Background: an optimization exercise with open tools, aiming at small area and a short achievable clock period. Do not read the settings as production practice. Function was checked by simulation only, so behaviour that the tests miss may differ from the original.

==> run a <==
Design RISCV_TOP, start of the top module:
module RISCV_TOP (
	input wire CLK,
	input wire RSTn,
	output wire I_MEM_CSN,
	input wire [31:0] I_MEM_DI, 
	output wire [11:0] I_MEM_ADDR, 
	output wire D_MEM_CSN,
	input wire [31:0] D_MEM_DI,
	output wire [31:0] D_MEM_DOUT,
	output wire [11:0] D_MEM_ADDR, 
	output wire D_MEM_WEN,
	output wire [3:0] D_MEM_BE,
	output wire RF_WE,
	output wire [4:0] RF_RA1,
	output wire [4:0] RF_RA2,
	output wire [4:0] RF_WA1,
	input wire [31:0] RF_RD1,
	input wire [31:0] RF_RD2,
	output wire [31:0] RF_WD,
	output wire HALT,                    
	output reg [31:0] NUM_INST,          
	output wire [31:0] OUTPUT_PORT       
	);
	wire [31:0] I = I_MEM_DI;
	wire [2:0] f3 = I[14:12];
	reg [11:1] PC;           
	reg haltReg;
	reg prevHaltA;           
	reg [11:1] PC_next;
	wire [31:0] numInc;
	RINC #(.W(32)) numinc (.a(NUM_INST), .s(numInc));
	always @ (posedge CLK) begin
		if (!RSTn) NUM_INST <= 32'd0;
		else NUM_INST <= numInc;
	end
	wire haltNow = prevHaltA && (I == 32'h00008067);
	always @ (posedge CLK) begin
		if (!RSTn) begin
			PC <= 11'd0;
			haltReg <= 1'b0;
		end
		else begin
			PC <= PC_next;
			if (haltNow) haltReg <= 1'b1;
		end
		prevHaltA <= (I == 32'h00c00093);
	end
	assign HALT = haltReg | haltNow;
	assign I_MEM_CSN = ~RSTn;
	assign D_MEM_CSN = ~RSTn;
	assign I_MEM_ADDR = {PC, 1'b0};
	assign RF_RA1 = I[19:15];
	assign RF_RA2 = I[24:20];
	assign RF_WA1 = I[11:7];
	assign D_MEM_DOUT = RF_RD2;
	assign OUTPUT_PORT = RF_WD;
	wire [6:0] opc = I[6:0];
	wire isR    = (opc == 7'b0110011);
	wire isI    = (opc == 7'b0010011);
	wire isC    = (opc == 7'b0001011);
	wire isLD   = (opc == 7'b0000011);
	wire isST   = (opc == 7'b0100011);
	wire isBR   = (opc == 7'b1100011);
	wire isJAL  = (opc == 7'b1101111);
	wire isJALR = (opc == 7'b1100111);
	wire isLUI  = (opc == 7'b0110111);
	wire isAUI  = (opc == 7'b0010111);
	assign RF_WE = isR | isI | isC | isLD | isJALR | isJAL | isLUI | isAUI;
	assign D_MEM_WEN = ~isST;
	assign D_MEM_BE = (f3[1:0] == 2'b00) ? 4'b0001 :
	                  (f3[1:0] == 2'b01) ? 4'b0011 :
	                  (f3[1:0] == 2'b10) ? 4'b1111 : 4'b0000;
	reg [3:0] op;
	always @(*) begin
		if (isR)       op = {((f3 == 3'b000) || (f3 == 3'b101)) & I[30], f3};
		else if (isI)  op = {(f3 == 3'b101) & I[30], f3};
		else if (isC)  op = {f3, I[25]};
  ...
Settings: LEC_CHECK=0, ABC_AREA=1, CAP_MARGIN=20, CORE_MARGIN=2, CORE_UTILIZATION=55, SLEW_MARGIN=20, SYNTH_HIERARCHICAL=1; clock period 200.0 ns.
run.sh (not shown) runs the stock make flow with config.mk's settings and CLKGATE_MAP_FILE= SYNTH_SCRIPT=/design/flow/synth_recipe.tcl, a recipe that flattens the netlist after the stock synthesis.
==> run b: changes against run a <==
--- a/flow/design.v
+++ b/flow/design.v
@@ -20,100 +20,41 @@
 		end
 		for (j = 1; j < 32; j = j + 1) begin : g_lz
 			assign lz[j] = lz[j-1] & ~B[j];
 		end
 	endgenerate
 	wire [31:0] bfit = sB ? (ho & ~lz) : hz;    
 	wire [31:0] yd = ~(B ^ {32{sB}});           
 	wire cind = ~MUL & ~sB;
-	wire [31:0] ydm = yd & {32{~MUL}};
-	wire [31:0] bkm = {32{MUL}} & {B[0], B[1], B[2], B[3], B[4], B[5], B[6], B[7],
-		B[8], B[9], B[10], B[11], B[12], B[13], B[14], B[15], B[16], B[17], B[18],
-		B[19], B[20], B[21], B[22], B[23], B[24], B[25], B[26], B[27], B[28], B[29],
-		B[30], B[31]};    
-	wire [31:0] rw [0:31];
+	wire [31:0] rows [0:31];
 	generate
 		for (j = 0; j < 32; j = j + 1) begin : g_row
 			wire [j:0] x;
-			wire [j:0] o;
-			wire xin = ~MUL & absA[31-j];
+			wire [j:0] y;
+			wire [j:0] s;
+			wire       co;
+			wire       sel;
 			if (j == 0) begin : g_first
-				assign x = xin;
+				assign x = MUL ? 1'b0 : absA[31];
 			end else begin : g_next
-				assign x = {rw[j-1][j-1:0], xin};
+				assign x = {rows[j-1][j-1:0], MUL ? 1'b0 : absA[31-j]};
 			end
-			RROW #(.W(j+1)) row (.x(x), .a(A[j:0]), .bkm(bkm[j]), .ydm(ydm[j:0]),
-				.mul(MUL), .cin(cind), .fit(bfit[j]), .o(o));
+			assign y = MUL ? (A[j:0] & {(j+1){B[31-j]}}) : yd[j:0];
+			RADD #(.W(j+1), .ARCH(0)) add (.x(x), .y(y), .cin(cind), .s(s), .co(co));
+			assign sel = MUL | (co & bfit[j]);
 			if (j == 31) begin : g_last
-				assign rw[j] = o;
+				assign rows[j] = sel ? s : x;
 			end else begin : g_pad
-				assign rw[j] = {{(31-j){1'b0}}, o};
+				assign rows[j] = {{(31-j){1'b0}}, sel ? s : x};
 			end
 		end
 	endgenerate
-	wire [31:0] r = rw[31];
 	wire neg = ~MUL & A[31];
-	assign C = neg ? (32'd0 - r) : r;
-endmodule
-module RROW #(parameter W = 8) (
-	input  wire [W-1:0] x,
-	input  wire [W-1:0] a,
-	input  wire         bkm,
-	input  wire [W-1:0] ydm,
-	input  wire         mul,
-	input  wire         cin,
-	input  wire         fit,
-	output wire [W-1:0] o
-	);
-	localparam L = (W <= 2) ? 1 : (W <= 4) ? 2 : (W <= 8) ? 3 : (W <= 16) ? 4 : 5;
-	wire [W-1:0] y = (a & {W{bkm}}) | ydm;
-	wire [W-1:0] p = x ^ y;
-	wire [W-1:0] g0 = x & y;
-	wire [W-1:0] c;    
-	wire [W-1:0] gu [0:L];
-	wire [W-1:0] pu [0:L];
-	wire [W-1:0] gd [0:L];
-	assign gu[0] = {g0[W-1:1], g0[0] | (p[0] & cin)};
-	assign pu[0] = p;
-	genvar l, i;
-	generate
-		for (l = 0; l < L; l = l + 1) begin : g_up
-			for (i = 0; i < W; i = i + 1) begin : g_bit
-				if (((i + 1) % (2 << l)) == 0) begin : g_comb
-					assign gu[l+1][i] = gu[l][i] | (pu[l][i] & gu[l][i - (1 << l)]);
-					assign pu[l+1][i] = pu[l][i] & pu[l][i - (1 << l)];
-				end else begin : g_pass
-					assign gu[l+1][i] = gu[l][i];
-					assign pu[l+1][i] = pu[l][i];
-				end
-			end
-		end
-		assign gd[L] = gu[L];
-		for (l = L - 1; l >= 0; l = l - 1) begin : g_dn
-			for (i = 0; i < W; i = i + 1) begin : g_bit
-				if (((i + 1) % (2 << l)) == (1 << l) && i >= (2 << l)) begin : g_comb
-					assign gd[l][i] = gd[l+1][i] | (pu[l][i] & gd[l+1][i - (1 << l)]);
-				end else begin : g_pass
-					assign gd[l][i] = gd[l+1][i];
-				end
-			end
-		end
-		if (W == 1) begin : g_s1
-			assign c = gd[0];
-			wire [W-1:0] s = p ^ cin;
-			wire sel = mul | (c[W-1] & fit);
-			assign o = sel ? s : x;
-		end else begin : g_sn
-			assign c = gd[0];
-			wire [W-1:0] s = p ^ {c[W-2:0], cin};
-			wire sel = mul | (c[W-1] & fit);
-			assign o = sel ? s : x;
-		end
-	endgenerate
+	assign C = neg ? (32'd0 - rows[31]) : rows[31];
 endmodule
 module RADD #(parameter W = 8, parameter ARCH = 0) (
 	input  wire [W-1:0] x,
 	input  wire [W-1:0] y,
 	input  wire         cin,
 	output wire [W-1:0] s,
 	output wire         co
 	);
@@ -223,48 +164,16 @@
 		if (W == 1) begin : g_s1
 			assign s = p ^ cin;
 		end else begin : g_sn
 			assign s = p ^ {c[W-2:0], cin};
 		end
 	endgenerate
 	assign co = c[W-1];
 endmodule
-module RCA #(parameter W = 8) (
-	input  wire [W-1:0] a,
-	input  wire [W-1:0] b,
-	input  wire         cin,
-	output wire [W-1:0] s,
-	output wire         co
-	);
-	wire [W:0] c;
-	assign c[0] = cin;
-	genvar i;
-	generate
-		for (i = 0; i < W; i = i + 1) begin : g_bit
-			assign s[i] = a[i] ^ b[i] ^ c[i];
-			assign c[i+1] = (a[i] & b[i]) | (c[i] & (a[i] ^ b[i]));
-		end
-	endgenerate
-	assign co = c[W];
-endmodule
-module RINC #(parameter W = 8) (
-	input  wire [W-1:0] a,
-	output wire [W-1:0] s
-	);
-	wire [W:0] c;
-	assign c[0] = 1'b1;
-	genvar i;
-	generate
-		for (i = 0; i < W; i = i + 1) begin : g_bit
-			assign s[i] = a[i] ^ c[i];
-			assign c[i+1] = a[i] & c[i];
-		end
-	endgenerate
-endmodule
 module RISCV_TOP (
 	input wire CLK,
 	input wire RSTn,
 	output wire I_MEM_CSN,
 	input wire [31:0] I_MEM_DI, 
 	output wire [11:0] I_MEM_ADDR, 
 	output wire D_MEM_CSN,
 	input wire [31:0] D_MEM_DI,
@@ -284,21 +193,19 @@
 	output wire [31:0] OUTPUT_PORT       
 	);
 	wire [31:0] I = I_MEM_DI;
 	wire [2:0] f3 = I[14:12];
 	reg [11:1] PC;           
 	reg haltReg;
 	reg prevHaltA;           
 	reg [11:1] PC_next;
-	wire [31:0] numInc;
-	RINC #(.W(32)) numinc (.a(NUM_INST), .s(numInc));
 	always @ (posedge CLK) begin
 		if (!RSTn) NUM_INST <= 32'd0;
-		else NUM_INST <= numInc;
+		else NUM_INST <= NUM_INST + 1;
 	end
 	wire haltNow = prevHaltA && (I == 32'h00008067);
 	always @ (posedge CLK) begin
 		if (!RSTn) begin
 			PC <= 11'd0;
 			haltReg <= 1'b0;
 		end
 		else begin
@@ -344,20 +251,18 @@
 	wire [31:0] immS = {{20{I[31]}}, I[31:25], I[11:7]};
 	wire [11:0] immB = {I[7], I[30:25], I[11:8], 1'b0};
 	wire [11:0] immJ = {I[20], I[30:21], 1'b0};
 	wire [31:0] immU = {I[31:12], 12'd0};
 	wire useImm = isI | isLD | isJALR | isST | isLUI;
 	wire [31:0] B = useImm ? (isST ? immS : (isLUI ? immU : immI)) : RF_RD2;
 	wire [31:0] A = RF_RD1;
 	wire sub = (op == 4'b1000) | (op == 4'b0010) | (op == 4'b0011) | isBR;
-	wire [32:0] sum;
-	RCA #(.W(32)) mainadd (.a(A), .b(B ^ {32{sub}}), .cin(sub), .s(sum[31:0]), .co(sum[32]));
-	wire [31:0] axb = A ^ B;
-	wire eq  = ~|axb;
+	wire [32:0] sum = {1'b0, A} + {1'b0, B ^ {32{sub}}} + {32'd0, sub};
+	wire eq  = (A == B);
 	wire ltu = ~sum[32];
 	wire lt  = (A[31] ^ B[31]) ? A[31] : sum[31];
 	wire [4:0] sh = B[4:0];
 	wire shl = (op == 4'b0001);
 	reg [31:0] shin;
 	reg [31:0] shout;
 	integer k;
 	always @(*) begin
@@ -371,33 +276,28 @@
 	MULDIV muldiv (.A(RF_RD1), .B(RF_RD2), .MUL(~I[25]), .C(md));
 	wire isMD = isC & (f3 == 3'b111);
 	reg [31:0] alu;
 	always @(*) begin
 		case (op)
 			4'b0000, 4'b1000: alu = sum[31:0];
 			4'b0111: alu = A & B;
 			4'b0110: alu = A | B;
-			4'b0100: alu = axb;
+			4'b0100: alu = A ^ B;
 			4'b0001, 4'b0101, 4'b1101: alu = shout;
 			4'b0010: alu = {31'd0, lt};
 			4'b0011: alu = {31'd0, ltu};
 			4'b1100: alu = {31'd0, ~A[0]};
 			4'b1001: alu = B;
 			default: alu = 32'd0;
 		endcase
 	end
 	wire [11:0] pc = {PC, 1'b0};
-	wire [11:0] pc4;
-	wire [11:0] tgt;
-	wire tgtc;
-	assign pc4[1:0] = pc[1:0];
-	RINC #(.W(10)) pcinc (.a(pc[11:2]), .s(pc4[11:2]));
-	RCA #(.W(11)) pcadd (.a(pc[11:1]), .b(isJAL ? immJ[11:1] : immB[11:1]), .cin(1'b0), .s(tgt[11:1]), .co(tgtc));
-	assign tgt[0] = 1'b0;
+	wire [11:0] pc4 = pc + 12'd4;
+	wire [11:0] tgt = pc + (isJAL ? immJ : immB);
 	reg taken;
 	always @(*) begin
 		case (f3)
 			3'b000: taken = eq;
 			3'b001: taken = ~eq;
 			3'b100: taken = lt;
 			3'b101: taken = ~lt;
 			3'b110: taken = ltu;
==> flow/config.mk (replaced) <==
export PLATFORM = sky130hd
export DESIGN_NAME = RISCV_TOP
export DESIGN_NICKNAME = RISCV_TOP
export VERILOG_FILES = /design/flow/design.v
export SDC_FILE = /design/flow/constraint.sdc
export NUM_CORES = 4
export LEC_CHECK = 0
export ABC_AREA = 1
export CAP_MARGIN = 20
export CORE_MARGIN = 2
export CORE_UTILIZATION = 50
export SLEW_MARGIN = 20
export SYNTH_HIERARCHICAL = 1
==> summary.md <==
| Metric | Value |
|---|---|
| Slowest stage delay, CP | roughly 0.85 ns |
| Status | complete, no violations |
| Fraction of area in multi-input gates | between 70 and 80% |
| Syn Std Cell Area | roughly 0.054 mm2 |
| Initial DRC count | 5674 |
| Hpwl dp | between 150 and 200 mm |
| Crit path max-delay cell type | a31oi_4 |
| Inverter count | 1385 |
| Max-slew headroom | around a fifth |
| DR WL met3 | roughly 20 mm |
Source of the figures above: run b

==> summary.md <==
| Metric | Value |
|---|---|
| Fraction of area in multi-input gates | between 80% and 90% |
| Placed cell areas | 0.05154 mm2 |
| Crit path max-delay cell type | nor2_1 |
| Status | complete, no violations |
| Hpwl dp | ~150 mm |
| Syn Std Cell Area | roughly 0.048 mm2 |
| DR WL met3 | around 22 mm |
| GRT Total Usage | between 40 and 50% |
| Finished Layout Cells | approximately 8.6k |
| Slowest stage delay, CP | between 0.8 and 0.9 ns |
Source of the figures above: run a

## static timing again, ports no longer ideal
The results above use ideal ports. As a check the final layouts listed here were re-extracted and re-timed, cells and wires unchanged. Step 1 assumes that a clkbuf_16 drives the clock port and a buf_2 every other input. Step 2 times the ports against the registers' clock, not the clock port: input delays grow and output delays shrink by t, the midpoint of the rising clock arrivals with the driver on. Three values: ideal, step 1, step 2; two values: the first two.
| run | shift t [ns] | setup WS [ns] | worst hold slack (ns) | worst register clock-pin slew, ns | worst slew at a driven data input, ns |
|---|---|---|---|---|---|
| run a | 0.329 | 52.340 / 52.313 / 52.313 | 0.468 / 0.468 / 0.468 | 0.07 / 0.07 | 0.14 |
| run b | 0.339 | 44.828 / 44.799 / 44.799 | 0.462 / 0.462 / 0.462 | 0.07 / 0.07 | 0.08 |
After both steps setup and hold are still met in every run listed. The setup slack of run b, which loses most, moves by -0.029 ns with the drivers and by -0.029 ns with both steps.
